From an optimization exercise on the open Yosys and OpenROAD flow, aimed at small area and a short achievable clock period; shortcuts taken in it are not production practice.
Function was checked by simulation only, so behaviour that the tests miss may differ from the original.
Power figures rest on the tool's default switching activity, not on a simulated workload.

==> lagoon <==
==> flow/design.v (excerpt) <==
module alu_top(clk,a,b,s,out);
input clk;
input [7:0] a,b;
input [3:0] s;
output [7:0] out;
wire [7:4] ah;
wire [3:0] sf;
wire dv0;
ALU_S0 u_s0(.a(a), .b(b), .s(s), .ah(ah), .sf(sf), .dv(dv0));
reg [7:0] a_q, b_q;
reg [3:0] s_q;
reg d_q;
always@(posedge clk)begin
	a_q<={ah, a[3:0]};
	b_q<=b;
	s_q<=sf;
	d_q<=dv0;
end
wire [7:0] other, res;
wire [3:0] sa;
ALU_S1 u_s1(.a(a_q), .b(b_q), .sf(s_q), .dv(d_q), .other(other), .sa(sa), .res(res));
ALU u_alu(.a(a_q),.b(b_q),.s(sa),.out(other));
reg [7:0] res_q;
always@(posedge clk)begin
	res_q<=res;
end
assign out=res_q;
endmodule
==> module ALU_S0, before the edit <==
module ALU_S0(a, b, s, ah, sf, dv);
input [7:0] a, b;
input [3:0] s;
output [7:4] ah;
output [3:0] sf;
output dv;
wire [7:0] rs7;
wire qs7;
ALU_DIVSTEP #(7) ds7(.r(a), .b(b), .q(qs7), .ro(rs7));
wire [7:0] rs6;
wire qs6;
ALU_DIVSTEP #(6) ds6(.r(rs7), .b(b), .q(qs6), .ro(rs6));
wire [7:0] rs5;
wire qs5;
ALU_DIVSTEP #(5) ds5(.r(rs6), .b(b), .q(qs5), .ro(rs5));
wire [7:0] rs4;
wire qs4;
ALU_DIVSTEP #(4) ds4(.r(rs5), .b(b), .q(qs4), .ro(rs4));
assign dv = (s == 4'd3);
assign ah = dv ? rs4[7:4] : a[7:4];
assign sf = dv ? {qs7,qs6,qs5,qs4} : s;
endmodule
==> module ALU_S1, before the edit <==
module ALU_S1(a, b, sf, dv, other, sa, res);
input [7:0] a, b, other;
input [3:0] sf;
input dv;
output [3:0] sa;
output [7:0] res;
assign sa = {sf[3] | dv, sf[2:0]};
wire [7:0] rm3;
wire qm3;
ALU_DIVSTEP #(3) dm3(.r(a), .b(b), .q(qm3), .ro(rm3));
wire [7:0] rm2;
wire qm2;
ALU_DIVSTEP #(2) dm2(.r(rm3), .b(b), .q(qm2), .ro(rm2));
wire [9:0] b3 = {2'b0, b} + {1'b0, b, 1'b0};
wire c1 = rm2 >= b;
wire c2 = {1'b0, rm2} >= {b, 1'b0};
wire c3 = {2'b0, rm2} >= b3;
wire q1 = c2;
wire q0 = c2 ? c3 : c1;
assign res = other | ({8{dv}} & {sf, qm3, qm2, q1, q0});
endmodule
==> module alu_top, before the edit <==
module alu_top(clk,a,b,s,out);
input clk;
input [7:0] a,b;
input [3:0] s;
output [7:0] out;
wire [7:4] ah;
wire [3:0] sf;
wire dv0;
ALU_S0 u_s0(.a(a), .b(b), .s(s), .ah(ah), .sf(sf), .dv(dv0));
reg [7:0] a_q, b_q;
reg [3:0] s_q;
reg d_q;
always@(posedge clk)begin
	a_q<={ah, a[3:0]};
	b_q<=b;
	s_q<=sf;
	d_q<=dv0;
end
wire [7:0] other, res;
wire [3:0] sa;
ALU_S1 u_s1(.a(a_q), .b(b_q), .sf(s_q), .dv(d_q), .other(other), .sa(sa), .res(res));
ALU u_alu(.a(a_q),.b(b_q),.s(sa),.out(other));
reg [7:0] res_q;
always@(posedge clk)begin
	res_q<=res;
end
assign out=res_q;
endmodule
Settings: LEC_CHECK=0, CAP_MARGIN=20, CORE_MARGIN=2, CORE_UTILIZATION=40, SLEW_MARGIN=20; clock period 10.5 ns.
standard.sh (not shown) runs the stock make flow with config.mk's settings and CLKGATE_MAP_FILE= SYNTH_SCRIPT=/design/flow/synth_recipe.tcl, a recipe that flattens the netlist after the stock synthesis.
==> flow/flow/run.sh <==
#!/bin/bash
# Own flow: the standard layout (standard.sh) with two changes.
# 1. Synthesis: the datapath modules ALU_S0, ALU_S1 and ALU are kept
#    apart until after technology mapping (SYNTH_KEEP_MODULES), and ABC maps
#    each with its own script and delay target (flow/own_abc.tcl) in place of
#    ORFS's single ABC run; full adders are not extracted before ABC. The
#    design is then flattened as usual (synth_recipe.tcl), so the registers and
#    their names are those of the standard synthesis.
# 2. The registers that feed most of the stage-1 logic are mapped to stronger
#    flip-flops of the same type (drive 4 or 2), in flow/own_abc.tcl.
# 3. Placement: the port buffers that buffer_ports inserts are buf_2 cells.
# Everything else is the standard flow, run from a copy of ORFS's scripts
# that differs only in the ABC line of synth.tcl.
set -euo pipefail
W=$(pwd)
S=$W/scripts_own
rm -rf "$S"
cp -r "$FLOW_HOME/scripts" "$S"
python3 - "$S/synth.tcl" <<'PY'
import sys
p = sys.argv[1]
t = open(p).read()
old = "  log_cmd abc {*}$abc_args\n"
assert t.count(old) == 1
open(p, "w").write(t.replace(old, "  source $::env(OWN_ABC_TCL)\n"))
PY
export OWN_ABC_TCL=$W/flow/own_abc.tcl
bash "$W/standard.sh" "SCRIPTS_DIR=$S" "ADDER_MAP_FILE=" \
  "SYNTH_KEEP_MODULES=ALU_S0 ALU_S1 ALU" \
  "BUFFER_PORTS_ARGS=-buffer_cell sky130_fd_sc_hd__buf_2" \
  finish > "$W/flow_make.log" 2>&1
==> flow/flow/abc_collapse.tmpl <==
strash
collapse
strash
&get -n
&st
&syn2
&if -g -K 6
&synch2
&nf
&st
&syn2
&if -g -K 6
&synch2
&nf
&put
strash
dch
map {D}
topo
buffer -p
upsize {D}
dnsize {D}
==> flow/flow/abc_syn4.tmpl <==
strash
&get -n
&st
&syn4
&put
dch -f
map {D}
topo
buffer -p
upsize {D}
dnsize {D}
==> flow/flow/own_abc.tcl <==
# Sourced by synth.tcl in place of its ABC call. Each datapath module is
# mapped on its own, with its own ABC script (flow/abc_KIND.tmpl) and delay
# target (ps):
#   restructure: ORFS's delay-oriented restructuring, then delay-driven mapping
#   map:         delay-driven mapping of the structure as it is
#   collapse:    the logic collapsed to two levels first, then restructure
#   syn4:        AIG rewriting (&syn4), then delay-driven mapping
# The stage-0 logic shares the clock period with the fixed input delay, so
# it gets a tight target.
set own_targets {
  ALU_S0  collapse    800
  ALU_S1  syn4        2000
  ALU     map         2500
  alu_top map         3000
}
set own_dir [file dirname $::env(OWN_ABC_TCL)]
foreach {mod kind d} $own_targets {
  set fh [open $own_dir/abc_$kind.tmpl r]
  set body [string map [list "{D}" "-D $d"] [read $fh]]
  close $fh
  set f $::env(OBJECTS_DIR)/abc_own_$mod.script
  set fh [open $f w]
  puts -nonewline $fh $body
  close $fh
  log_cmd abc {*}[lreplace $abc_args 1 1 $f] $mod
}
# The registers that feed most of the stage-1 logic get a stronger drive
# (the same flip-flop, drive strength 4 or 2).
chtype -map sky130_fd_sc_hd__dfxtp_1 sky130_fd_sc_hd__dfxtp_4 alu_top/c:a_q* alu_top/c:b_q*
chtype -map sky130_fd_sc_hd__dfxtp_1 sky130_fd_sc_hd__dfxtp_2 alu_top/c:s_q*
Other scripts of this flow, unchanged in this note and not shown: flow/flow/abc_map.tmpl, flow/flow/abc_restructure.tmpl
==> inputs of raven, as changes to lagoon <==
--- a/flow/design.v
+++ b/flow/design.v
@@ -46,10 +46,8 @@
 endgenerate
 endmodule
-module ALU_S0(a, b, s, ah, sf, dv);
+module ALU_S0(a, b, rh, qh);
 input [7:0] a, b;
-input [3:0] s;
-output [7:4] ah;
-output [3:0] sf;
-output dv;
+output [7:4] rh;
+output [3:0] qh;
 wire [7:0] rs7;
 wire qs7;
@@ -64,28 +62,29 @@
 wire qs4;
 ALU_DIVSTEP #(4) ds4(.r(rs5), .b(b), .q(qs4), .ro(rs4));
-assign dv = (s == 4'd3);
-assign ah = dv ? rs4[7:4] : a[7:4];
-assign sf = dv ? {qs7,qs6,qs5,qs4} : s;
+assign rh = rs4[7:4];
+assign qh = {qs7,qs6,qs5,qs4};
 endmodule
-module ALU_S1(a, b, sf, dv, other, sa, res);
+module ALU_S1(a, b, s, rh, qh, other, res, rem, dv);
 input [7:0] a, b, other;
-input [3:0] sf;
-input dv;
-output [3:0] sa;
+input [3:0] s;
+input [7:4] rh;
+input [3:0] qh;
 output [7:0] res;
-assign sa = {sf[3] | dv, sf[2:0]};
+output [7:0] rem;
+output dv;
+wire [7:0] r1_in = {rh, a[3:0]};
 wire [7:0] rm3;
 wire qm3;
-ALU_DIVSTEP #(3) dm3(.r(a), .b(b), .q(qm3), .ro(rm3));
+ALU_DIVSTEP #(3) dm3(.r(r1_in), .b(b), .q(qm3), .ro(rm3));
 wire [7:0] rm2;
 wire qm2;
 ALU_DIVSTEP #(2) dm2(.r(rm3), .b(b), .q(qm2), .ro(rm2));
-wire [9:0] b3 = {2'b0, b} + {1'b0, b, 1'b0};
-wire c1 = rm2 >= b;
-wire c2 = {1'b0, rm2} >= {b, 1'b0};
-wire c3 = {2'b0, rm2} >= b3;
-wire q1 = c2;
-wire q0 = c2 ? c3 : c1;
-assign res = other | ({8{dv}} & {sf, qm3, qm2, q1, q0});
+wire [7:0] rm1;
+wire qm1;
+ALU_DIVSTEP #(1) dm1(.r(rm2), .b(b), .q(qm1), .ro(rm1));
+wire isdiv = (s == 4'd3);
+assign res = isdiv ? {qh,qm3,qm2,qm1,1'b0} : other;
+assign rem = rm1;
+assign dv = isdiv;
 endmodule
 module ALU(a,b,s,out);
@@ -110,4 +109,13 @@
 end
 endmodule
+module ALU_S2(res, rem, b, dv, out);
+input [7:0] res, rem, b;
+input dv;
+output [7:0] out;
+wire [7:0] re0;
+wire qe0;
+ALU_DIVSTEP #(0) de0(.r(rem), .b(b), .q(qe0), .ro(re0));
+assign out = {res[7:1], res[0:0] | ({1{dv}} & {qe0})};
+endmodule
 `timescale 1ns / 1ps
 module alu_top(clk,a,b,s,out);
@@ -116,25 +124,32 @@
 input [3:0] s;
 output [7:0] out;
-wire [7:4] ah;
-wire [3:0] sf;
-wire dv0;
-ALU_S0 u_s0(.a(a), .b(b), .s(s), .ah(ah), .sf(sf), .dv(dv0));
+wire [7:4] rh;
+wire [3:0] qh;
+ALU_S0 u_s0(.a(a), .b(b), .rh(rh), .qh(qh));
 reg [7:0] a_q, b_q;
 reg [3:0] s_q;
-reg d_q;
+reg [7:4] rh_q;
+reg [3:0] qh_q;
 always@(posedge clk)begin
-	a_q<={ah, a[3:0]};
+	a_q<=a;
 	b_q<=b;
-	s_q<=sf;
-	d_q<=dv0;
+	s_q<=s;
+	rh_q<=rh;
+	qh_q<=qh;
 end
 wire [7:0] other, res;
-wire [3:0] sa;
-ALU_S1 u_s1(.a(a_q), .b(b_q), .sf(s_q), .dv(d_q), .other(other), .sa(sa), .res(res));
-ALU u_alu(.a(a_q),.b(b_q),.s(sa),.out(other));
+ALU u_alu(.a(a_q),.b(b_q),.s(s_q),.out(other));
+wire [7:0] rem;
+wire dv;
+ALU_S1 u_s1(.a(a_q), .b(b_q), .s(s_q), .rh(rh_q), .qh(qh_q), .other(other), .res(res), .rem(rem), .dv(dv));
 reg [7:0] res_q;
+reg [7:0] rem_q, bl_q;
+reg dv_q;
 always@(posedge clk)begin
 	res_q<=res;
+	rem_q<=rem;
+	bl_q<=b_q;
+	dv_q<=dv;
 end
-assign out=res_q;
+ALU_S2 u_s2(.res(res_q), .rem(rem_q), .b(bl_q), .dv(dv_q), .out(out));
 endmodule
==> flow/flow/run.sh (replaced) <==
#!/bin/bash
# Own flow: the standard layout (standard.sh) with two changes.
# 1. Synthesis: the datapath modules ALU_S0, ALU_S1, ALU and ALU_S2 are kept
#    apart until after technology mapping (SYNTH_KEEP_MODULES), and ABC maps
#    each with its own script and delay target (flow/own_abc.tcl) in place of
#    ORFS's single ABC run; full adders are not extracted before ABC. The
#    design is then flattened as usual (synth_recipe.tcl), so the registers and
#    their names are those of the standard synthesis.
# 2. Placement: the port buffers that buffer_ports inserts are buf_4 cells.
# Everything else is the standard flow, run from a copy of ORFS's scripts
# that differs only in the ABC line of synth.tcl.
set -euo pipefail
W=$(pwd)
S=$W/scripts_own
rm -rf "$S"
cp -r "$FLOW_HOME/scripts" "$S"
python3 - "$S/synth.tcl" <<'PY'
import sys
p = sys.argv[1]
t = open(p).read()
old = "  log_cmd abc {*}$abc_args\n"
assert t.count(old) == 1
open(p, "w").write(t.replace(old, "  source $::env(OWN_ABC_TCL)\n"))
PY
export OWN_ABC_TCL=$W/flow/own_abc.tcl
bash "$W/standard.sh" "SCRIPTS_DIR=$S" "ADDER_MAP_FILE=" \
  "SYNTH_KEEP_MODULES=ALU_S0 ALU_S1 ALU ALU_S2" \
  "BUFFER_PORTS_ARGS=-buffer_cell sky130_fd_sc_hd__buf_4" \
  finish > "$W/flow_make.log" 2>&1
==> flow/flow/own_abc.tcl (replaced) <==
# Sourced by synth.tcl in place of its ABC call. Each datapath module is
# mapped on its own, with one of two ABC scripts and its own delay target (ps):
#   restructure: ORFS's delay-oriented restructuring, then delay-driven mapping
#   map:         delay-driven mapping of the structure as it is
# The stage-0 and stage-2 logic shares the clock period with the fixed input
# and output delays, so it gets tight targets.
set own_targets {
  ALU_S0  restructure 1500
  ALU_S1  map         3000
  ALU     map         2500
  ALU_S2  restructure 800
  alu_top map         3000
}
set own_dir [file dirname $::env(OWN_ABC_TCL)]
foreach {mod kind d} $own_targets {
  set fh [open $own_dir/abc_$kind.tmpl r]
  set body [string map [list "{D}" "-D $d"] [read $fh]]
  close $fh
  set f $::env(OBJECTS_DIR)/abc_own_$mod.script
  set fh [open $f w]
  puts -nonewline $fh $body
  close $fh
  log_cmd abc {*}[lreplace $abc_args 1 1 $f] $mod
}
removed: flow/flow/abc_collapse.tmpl
removed: flow/flow/abc_syn4.tmpl
==> inputs of fjord, as changes to lagoon <==
--- a/flow/design.v
+++ b/flow/design.v
@@ -68,5 +68,5 @@
 assign sf = dv ? {qs7,qs6,qs5,qs4} : s;
 endmodule
-module ALU_S1(a, b, sf, dv, other, sa, res);
+module ALU_S1(a, b, sf, dv, other, sa, res, c1, c2, c3);
 input [7:0] a, b, other;
 input [3:0] sf;
@@ -74,4 +74,5 @@
 output [3:0] sa;
 output [7:0] res;
+output c1, c2, c3;
 assign sa = {sf[3] | dv, sf[2:0]};
 wire [7:0] rm3;
@@ -82,10 +83,8 @@
 ALU_DIVSTEP #(2) dm2(.r(rm3), .b(b), .q(qm2), .ro(rm2));
 wire [9:0] b3 = {2'b0, b} + {1'b0, b, 1'b0};
-wire c1 = rm2 >= b;
-wire c2 = {1'b0, rm2} >= {b, 1'b0};
-wire c3 = {2'b0, rm2} >= b3;
-wire q1 = c2;
-wire q0 = c2 ? c3 : c1;
-assign res = other | ({8{dv}} & {sf, qm3, qm2, q1, q0});
+assign c1 = dv & (rm2 >= b);
+assign c2 = dv & ({1'b0, rm2} >= {b, 1'b0});
+assign c3 = {2'b0, rm2} >= b3;
+assign res = other | ({8{dv}} & {sf, qm3, qm2, 2'b0});
 endmodule
 module ALU(a,b,s,out);
@@ -110,4 +109,10 @@
 end
 endmodule
+module ALU_S2(res, c1, c2, c3, out);
+input [7:0] res;
+input c1, c2, c3;
+output [7:0] out;
+assign out = {res[7:2], res[1] | c2, res[0] | (c2 ? c3 : c1)};
+endmodule
 `timescale 1ns / 1ps
 module alu_top(clk,a,b,s,out);
@@ -131,10 +136,15 @@
 wire [7:0] other, res;
 wire [3:0] sa;
-ALU_S1 u_s1(.a(a_q), .b(b_q), .sf(s_q), .dv(d_q), .other(other), .sa(sa), .res(res));
+wire c1, c2, c3;
+ALU_S1 u_s1(.a(a_q), .b(b_q), .sf(s_q), .dv(d_q), .other(other), .sa(sa), .res(res), .c1(c1), .c2(c2), .c3(c3));
 ALU u_alu(.a(a_q),.b(b_q),.s(sa),.out(other));
 reg [7:0] res_q;
+reg c1_q, c2_q, c3_q;
 always@(posedge clk)begin
 	res_q<=res;
+	c1_q<=c1;
+	c2_q<=c2;
+	c3_q<=c3;
 end
-assign out=res_q;
+ALU_S2 u_s2(.res(res_q), .c1(c1_q), .c2(c2_q), .c3(c3_q), .out(out));
 endmodule
--- a/flow/flow/run.sh
+++ b/flow/flow/run.sh
@@ -1,5 +1,5 @@
 #!/bin/bash
 # Own flow: the standard layout (standard.sh) with two changes.
-# 1. Synthesis: the datapath modules ALU_S0, ALU_S1 and ALU are kept
+# 1. Synthesis: the datapath modules ALU_S0, ALU_S1, ALU and ALU_S2 are kept
 #    apart until after technology mapping (SYNTH_KEEP_MODULES), and ABC maps
 #    each with its own script and delay target (flow/own_abc.tcl) in place of
@@ -27,5 +27,5 @@
 export OWN_ABC_TCL=$W/flow/own_abc.tcl
 bash "$W/standard.sh" "SCRIPTS_DIR=$S" "ADDER_MAP_FILE=" \
-  "SYNTH_KEEP_MODULES=ALU_S0 ALU_S1 ALU" \
+  "SYNTH_KEEP_MODULES=ALU_S0 ALU_S1 ALU ALU_S2" \
   "BUFFER_PORTS_ARGS=-buffer_cell sky130_fd_sc_hd__buf_2" \
   finish > "$W/flow_make.log" 2>&1
--- a/flow/flow/own_abc.tcl
+++ b/flow/flow/own_abc.tcl
@@ -6,10 +6,11 @@
 #   collapse:    the logic collapsed to two levels first, then restructure
 #   syn4:        AIG rewriting (&syn4), then delay-driven mapping
-# The stage-0 logic shares the clock period with the fixed input delay, so
-# it gets a tight target.
+# The stage-0 and stage-2 logic shares the clock period with the fixed input
+# and output delays, so it gets tight targets.
 set own_targets {
   ALU_S0  collapse    800
   ALU_S1  syn4        2000
   ALU     map         2500
+  ALU_S2  restructure 500
   alu_top map         3000
 }
==> notes.md <==
|  | lagoon | fjord | raven |
|---|---|---|---|
| Worst R2R Setup Slack | 6960 ps | 7000 ps | 6220 ps |
| Clock latency at the later pin of the worst-skew pair | 280 ps | 280 ps | 300 ps |
| Highest ir drop seen on vdd | 0.0536 mV | 0.0699 mV | 0.0513 mV |
| Clk. pwr | 0.000124 W | 0.000118 W | 0.000111 W |
| Outcome | finished clean | finished clean | finished clean |
| Final cell count without fillers | 848 | 850 | 778 |
| Initial Util | 41.6% | 40.8% | 41.5% |
| Weighted congestion at the end of routability-driven global placement | 0.947 | 0.936 | 0.886 |
| Max transition margin | 34.7% | 33.3% | 26.9% |
| Synthesized-area fraction occupied by ao, oa, aoi and oai cells | 25.2% | 24.9% | 19.5% |
| Area occupied by registers | 646 um2 | 706 um2 | 1060 um2 |
| Simple-gate share of the synthesized area | 40.1% | 38.0% | 33.0% |
| Fraction of the mapped netlist area in adder cells | 0.245% | 0.240% | 0.246% |
| Clk network pwr share | 25.7% | 24.5% | 20.5% |
| Worst slack at placement | 6850 ps | 6930 ps | 6110 ps |
| Area used by multi-input combinational logic | 3030 um2 | 2970 um2 | 2610 um2 |
| Number of nets in the layout | 735 | 734 | 665 |
| Largest net degree at the start of global routing | 21 | 19 | 18 |
| Cell type of the slowest stage on the worst timing path | xor2_1 | dfxtp_4 | dfxtp_1 |
| Multi-input logic cell count | 564 | 554 | 482 |

[re-timing with driven ports]
The results above use ideal ports. As a check the final layouts listed here were re-extracted and re-timed, cells and wires unchanged. Step 1: set_driving_cell puts a clkbuf_16 on clk and a buf_2 on each other input, an assumption about the parent block. Step 2, shift: input delay + t, output delay - t, t = (earliest + latest rising clock arrival at the registers) / 2. This alone moves slack from input paths to output paths. Slacks: ideal / step 1 / step 2; pairs: ideal / step 1.
run	t, ns	slack for setup (ns)	worst hold slack (ns)	worst register clock-pin slew, ns	worst data-port slew with drivers (ns)
lagoon	0.312	6.959 / 6.959 / 6.832	0.475 / 0.475 / 0.475	0.08 / 0.08	0.03
raven	0.331	6.219 / 6.219 / 6.086	0.439 / 0.439 / 0.439	0.09 / 0.09	0.04
fjord	0.308	7.001 / 7.001 / 6.837	0.496 / 0.496 / 0.496	0.08 / 0.08	0.03
After both steps every run listed still meets setup and hold. For fjord, which loses most, drivers alone change the setup slack by 0.000 ns; drivers and shift together by -0.164 ns.
